This design comes from an exercise in tuning for small area on the open sky130 flow, not from production work.
The RTL was checked by simulation tests, not by an equivalence proof against the original design.

==> inputs of sierra <==
==> flow/design.v (excerpt) <==
module LiftController(d_up, d_down, f, p_dir, rfloor, clk, reset);
input  [3:0] d_up;
input  [3:0] d_down;
input  [4:0] f;
output reg [1:0] p_dir;
input  clk, reset;
output reg [2:0] rfloor;
localparam [3:0] S0 = 4'd0, U01 = 4'd1, D01 = 4'd2, S1 = 4'd3, U12 = 4'd4, D12 = 4'd5,
                 S2 = 4'd6, U23 = 4'd7, D23 = 4'd8, S3 = 4'd9, U34 = 4'd10, D34 = 4'd11,
                 S4 = 4'd12, M1 = 4'd13, M2 = 4'd14, M3 = 4'd15;
reg [3:0] pstate, nstate;
reg [1:0] count;
reg       nz;     
reg       pdir;   
reg       rdir;
wire none = ~(|f | |d_up | |d_down);
wire isS0 = pstate == S0, isS1 = pstate == S1, isS2 = pstate == S2, isS3 = pstate == S3,
     isS4 = pstate == S4, isU01 = pstate == U01, isU12 = pstate == U12, isU23 = pstate == U23,
     isU34 = pstate == U34, isD01 = pstate == D01,
     isD12 = pstate == D12, isD23 = pstate == D23, isD34 = pstate == D34,
     isM1 = pstate == M1, isM2 = pstate == M2, isM3 = pstate == M3;
wire isM = isM1 | isM2 | isM3;
wire isSk = isS1 | isS2 | isS3;
wire isU = isU01 | isU12 | isU23 | isU34;
wire isD = isD01 | isD12 | isD23 | isD34;
wire atk = isS1 & (rfloor == 3'd1) | isS2 & (rfloor == 3'd2) | isS3 & (rfloor == 3'd3);
wire mu1 = isM1 & pdir, mu2 = isM2 & pdir, md2 = isM2 & ~pdir, md3 = isM3 & ~pdir;
wire [4:1] ge = {isS0 | atk | isU01 | isU12 | isU23 | mu1 | mu2,
                 isS0 | atk & ~isS3 | isU01 | isU12 | isU23 | mu1 | mu2,
                 isS0 | atk & isS1 | isU01 | isU12 | mu1,
                 isS0 | isU01};
wire [3:0] le = {isS4 | isD34,
  ...
make LEC_CHECK=0 ABC_AREA=1 CAP_MARGIN=20 CORE_MARGIN=2 CORE_UTILIZATION=40 SLEW_MARGIN=20 finish   # period 5.0 ns
run.sh (not shown) runs the stock make flow with config.mk's settings and CLKGATE_MAP_FILE= SYNTH_SCRIPT=/design/flow/synth_recipe.tcl, a recipe that flattens the netlist after the stock synthesis.
==> violet: changes against sierra <==
--- a/flow/design.v
+++ b/flow/design.v
@@ -1,22 +1,22 @@
 module LiftController(d_up, d_down, f, p_dir, rfloor, clk, reset);
 input  [3:0] d_up;
 input  [3:0] d_down;
 input  [4:0] f;
-output reg [1:0] p_dir;
+output [1:0] p_dir;
 input  clk, reset;
 output reg [2:0] rfloor;
-localparam [3:0] S0 = 4'd0, U01 = 4'd1, D01 = 4'd2, S1 = 4'd3, U12 = 4'd4, D12 = 4'd5,
-                 S2 = 4'd6, U23 = 4'd7, D23 = 4'd8, S3 = 4'd9, U34 = 4'd10, D34 = 4'd11,
-                 S4 = 4'd12, M1 = 4'd13, M2 = 4'd14, M3 = 4'd15;
+localparam [3:0] S0 = 4'd15, U01 = 4'd11, D01 = 4'd0, S1 = 4'd7, U12 = 4'd13, D12 = 4'd14, S2 = 4'd9, U23 = 4'd6, D23 = 4'd2, S3 = 4'd1, U34 = 4'd10, D34 = 4'd8, S4 = 4'd4, M1 = 4'd3, M2 = 4'd12, M3 = 4'd5;
 reg [3:0] pstate, nstate;
 reg [1:0] count;
 reg       nz;     
 reg       pdir;   
 reg       rdir;
+reg       idle;   
+assign p_dir = {pdir & ~idle, ~(pdir | idle)};
 wire none = ~(|f | |d_up | |d_down);
 wire isS0 = pstate == S0, isS1 = pstate == S1, isS2 = pstate == S2, isS3 = pstate == S3,
      isS4 = pstate == S4, isU01 = pstate == U01, isU12 = pstate == U12, isU23 = pstate == U23,
      isU34 = pstate == U34, isD01 = pstate == D01,
      isD12 = pstate == D12, isD23 = pstate == D23, isD34 = pstate == D34,
      isM1 = pstate == M1, isM2 = pstate == M2, isM3 = pstate == M3;
 wire isM = isM1 | isM2 | isM3;
@@ -122,15 +122,15 @@
     M2:  ns = pdir ? U23 : D12;
     default: ns = pdir ? U34 : D23;
     endcase
 end
 always @(posedge clk) begin
     if (reset) begin
         pstate <= S0; nstate <= S0; count <= 2'd0; nz <= 1'b1;
-        pdir <= 1'b1; rdir <= 1'b0; rfloor <= 3'd0; p_dir <= 2'b00;
+        pdir <= 1'b1; rdir <= 1'b0; rfloor <= 3'd0; idle <= 1'b1;
     end else begin
         pstate <= nstate;
         nstate <= ns; rfloor <= rf; rdir <= rd; count <= cnt; nz <= z; pdir <= pd;
-        p_dir <= none ? 2'b00 : {pd, ~pd};
+        idle <= none;
     end
 end
 endmodule
==> flow/flow/run.sh (new file) <==
#!/bin/bash
# Standard synthesis, then a stronger area re-optimisation of its combinational logic
# (every flip-flop kept as it is), then the standard layout with small port buffers.
set -euo pipefail
R=orfs/results/${FLOW_PLATFORM}/LiftController/base
YOSYS=$FLOW_HOME/../tools/install/yosys/bin/yosys
[[ -x $YOSYS ]] || YOSYS=yosys
LIB=$FLOW_HOME/platforms/${FLOW_PLATFORM}/lib/sky130_fd_sc_hd__tt_025C_1v80.lib

bash standard.sh synth > synth.log 2>&1
cp $R/1_2_yosys.v std_yosys.v

REOPT_LIB=$LIB REOPT_DONTUSE=flow/dontuse.txt REOPT_IN=std_yosys.v REOPT_SCRIPT=flow/deep.abc \
REOPT_OUT=reopt.v REOPT_STAT=reopt_stat.txt $YOSYS -c flow/reopt.tcl > reopt.log 2>&1

cp reopt.v $R/1_2_yosys.v
rm -f $R/1_synth.odb $R/1_synth.sdc
bash standard.sh synth > synth_odb.log 2>&1

BUFFER_PORTS_ARGS="-buffer_cell sky130_fd_sc_hd__buf_1" bash standard.sh > layout.log 2>&1
==> flow/flow/LiftController (new file) <==
==> flow/flow/deep.abc (new file) <==
strash
&get -n
&deepsyn -T 20
&put
dch -f
amap
==> flow/flow/dontuse.txt (new file) <==
-dont_use sky130_fd_sc_hd__lpflow_bleeder_1 -dont_use sky130_fd_sc_hd__lpflow_clkbufkapwr_1 -dont_use sky130_fd_sc_hd__lpflow_clkbufkapwr_16 -dont_use sky130_fd_sc_hd__lpflow_clkbufkapwr_2 -dont_use sky130_fd_sc_hd__lpflow_clkbufkapwr_4 -dont_use sky130_fd_sc_hd__lpflow_clkbufkapwr_8 -dont_use sky130_fd_sc_hd__lpflow_clkinvkapwr_1 -dont_use sky130_fd_sc_hd__lpflow_clkinvkapwr_16 -dont_use sky130_fd_sc_hd__lpflow_clkinvkapwr_2 -dont_use sky130_fd_sc_hd__lpflow_clkinvkapwr_4 -dont_use sky130_fd_sc_hd__lpflow_clkinvkapwr_8 -dont_use sky130_fd_sc_hd__lpflow_decapkapwr_12 -dont_use sky130_fd_sc_hd__lpflow_decapkapwr_3 -dont_use sky130_fd_sc_hd__lpflow_decapkapwr_4 -dont_use sky130_fd_sc_hd__lpflow_decapkapwr_6 -dont_use sky130_fd_sc_hd__lpflow_decapkapwr_8 -dont_use sky130_fd_sc_hd__lpflow_inputiso0n_1 -dont_use sky130_fd_sc_hd__lpflow_inputiso0p_1 -dont_use sky130_fd_sc_hd__lpflow_inputiso1n_1 -dont_use sky130_fd_sc_hd__lpflow_inputiso1p_1 -dont_use sky130_fd_sc_hd__lpflow_inputisolatch_1 -dont_use sky130_fd_sc_hd__lpflow_isobufsrc_1 -dont_use sky130_fd_sc_hd__lpflow_isobufsrc_16 -dont_use sky130_fd_sc_hd__lpflow_isobufsrc_2 -dont_use sky130_fd_sc_hd__lpflow_isobufsrc_4 -dont_use sky130_fd_sc_hd__lpflow_isobufsrc_8 -dont_use sky130_fd_sc_hd__lpflow_isobufsrckapwr_16 -dont_use sky130_fd_sc_hd__lpflow_lsbuf_lh_hl_isowell_tap_1 -dont_use sky130_fd_sc_hd__lpflow_lsbuf_lh_hl_isowell_tap_2 -dont_use sky130_fd_sc_hd__lpflow_lsbuf_lh_hl_isowell_tap_4 -dont_use sky130_fd_sc_hd__lpflow_lsbuf_lh_isowell_4 -dont_use sky130_fd_sc_hd__lpflow_lsbuf_lh_isowell_tap_1 -dont_use sky130_fd_sc_hd__lpflow_lsbuf_lh_isowell_tap_2 -dont_use sky130_fd_sc_hd__lpflow_lsbuf_lh_isowell_tap_4 -dont_use sky130_fd_sc_hd__probe_p_8 -dont_use sky130_fd_sc_hd__probec_p_8 
==> flow/flow/reopt.tcl (new file) <==
# Re-optimise the combinational logic of the standard synthesis netlist, keeping every
# flip-flop instance (name, cell type, connections to its own nets) as it is.
set lib $::env(REOPT_LIB)
set dont_use [split [string trim [read [open $::env(REOPT_DONTUSE)]]]]
yosys read_liberty -ignore_miss_func $lib
yosys read_verilog $::env(REOPT_IN)
yosys hierarchy -top LiftController
yosys setattr -mod -set keep_hierarchy 1 sky130_fd_sc_hd__dfxtp_1
yosys flatten
yosys rename -hide w:*.*
yosys opt_clean -purge
yosys techmap
yosys opt -fast
yosys abc -script $::env(REOPT_SCRIPT) -liberty $lib {*}$dont_use
yosys opt_clean -purge
yosys hilomap -singleton -hicell sky130_fd_sc_hd__conb_1 HI -locell sky130_fd_sc_hd__conb_1 LO
yosys splitnets
yosys insbuf -buf sky130_fd_sc_hd__buf_4 A X
yosys opt_clean -purge
yosys blackbox sky130_fd_sc_hd__dfxtp_1
yosys tee -o $::env(REOPT_STAT) stat -liberty $lib
yosys select LiftController
yosys write_verilog -noattr -nohex -nodec -selected $::env(REOPT_OUT)
==> flow/standard.sh (new file) <==
#!/bin/bash
# synth_recipe.tcl (not shown) runs the flow's synth.tcl, then flattens the netlist and writes it again
# the make line also repeats each setting of config.mk as NAME=value (left out here)
make -C /OpenROAD-flow-scripts/flow DESIGN_CONFIG=/design/flow/config.mk WORK_HOME=/design/flow/orfs CLKGATE_MAP_FILE= SYNTH_SCRIPT=/design/flow/synth_recipe.tcl "${@:-finish}"
--- a/flow/config.mk
+++ b/flow/config.mk
@@ -5,8 +5,9 @@
 export SDC_FILE = /design/flow/constraint.sdc
 export NUM_CORES = 4
 export LEC_CHECK = 0
 export ABC_AREA = 1
 export CAP_MARGIN = 20
 export CORE_MARGIN = 2
 export CORE_UTILIZATION = 40
+export CTS_BUF_LIST = sky130_fd_sc_hd__clkbuf_2 sky130_fd_sc_hd__clkbuf_4
 export SLEW_MARGIN = 20
removed: flow/run.sh
==> results.yml <==
outcome:
  outcome: "timing/DRC/antenna clean"
placement:
  place_area_sq_um: 1580
  pre_cts_slack_ns: 0.473
  place_hpwl_mm: 3.55
power_and_ir_drop:
  sequentialPowerShare_pct: 41.8
  p_seq_uw: 164
  cellLeakagePower_nw: 0.533
cells_and_area:
  multi_input_gates: 178
  seq_area_sq_um: 342
  seq_cells: 17
  buffer_area_share_pct: 6.78
  seqAreaFraction_pct: 21.3
  mostFrequentLayoutCells: "61 x nor2_1, 33 x clkinv_1, 19 x buf_1"
  buffers: 24
  nNetsFinal: 272
worst_setup_path:
  critPathRequiredTime_ns: 5.24
timing:
  worst_pin_slew_ns: 0.615
worst_hold_path:
  hold_depth: 1
The numbers above come from violet.

==> results.yml <==
cells_and_area:
  buffers: 19
  seqAreaFraction_pct: 16.7
  mostFrequentLayoutCells: "79 x nand2_1, 55 x inv_1, 38 x nor2_1"
  nNetsFinal: 366
  seq_area_sq_um: 360
  seq_cells: 18
grt:
  met1_usage_pct: 30.9
outcome:
  outcome: "timing/DRC/antenna clean"
worst_setup_path:
  critPathRequiredTime_ns: 5.15
timing:
  worst_pin_slew_ns: 0.482
worst_hold_path:
  hold_depth: 2
power_and_ir_drop:
  cellLeakagePower_nw: 1.13
  p_seq_uw: 160
placement:
  place_hpwl_mm: 4.86
  pre_cts_slack_ns: 1.91
  place_area_sq_um: 2120
The numbers above come from sierra.

-- afterwards: timing with drivers on the ports --
Ports are ideal in the flow. The routed layouts listed here were re-timed in OpenROAD.
Step 1 assumes that a clkbuf_16 drives the clock port and a buf_2 every other input.
Step 2 moves the port delays by t, midway between the first and last clock arrival at a register: inputs arrive t later, outputs are due t later. That takes back most of the time a late clock gives input paths.
Three values: no drivers, after step 1, after step 2; two values: the first two.
run	t (ns)	setup WS [ns]	hold slack, ns	latest minus earliest clock arrival (ns)	cell pins on the clock port's net
sierra	0.267	2.147 / 2.147 / 1.880	0.407 / 0.407 / 0.407	0.003 / 0.003	1
violet	0.313	0.564 / 0.564 / 0.564	0.423 / 0.423 / 0.423	0.007 / 0.008	1
After both steps setup and hold are still met in every run listed. For sierra, which loses most, drivers alone change the setup slack by 0.000 ns; drivers and shift together by -0.267 ns.
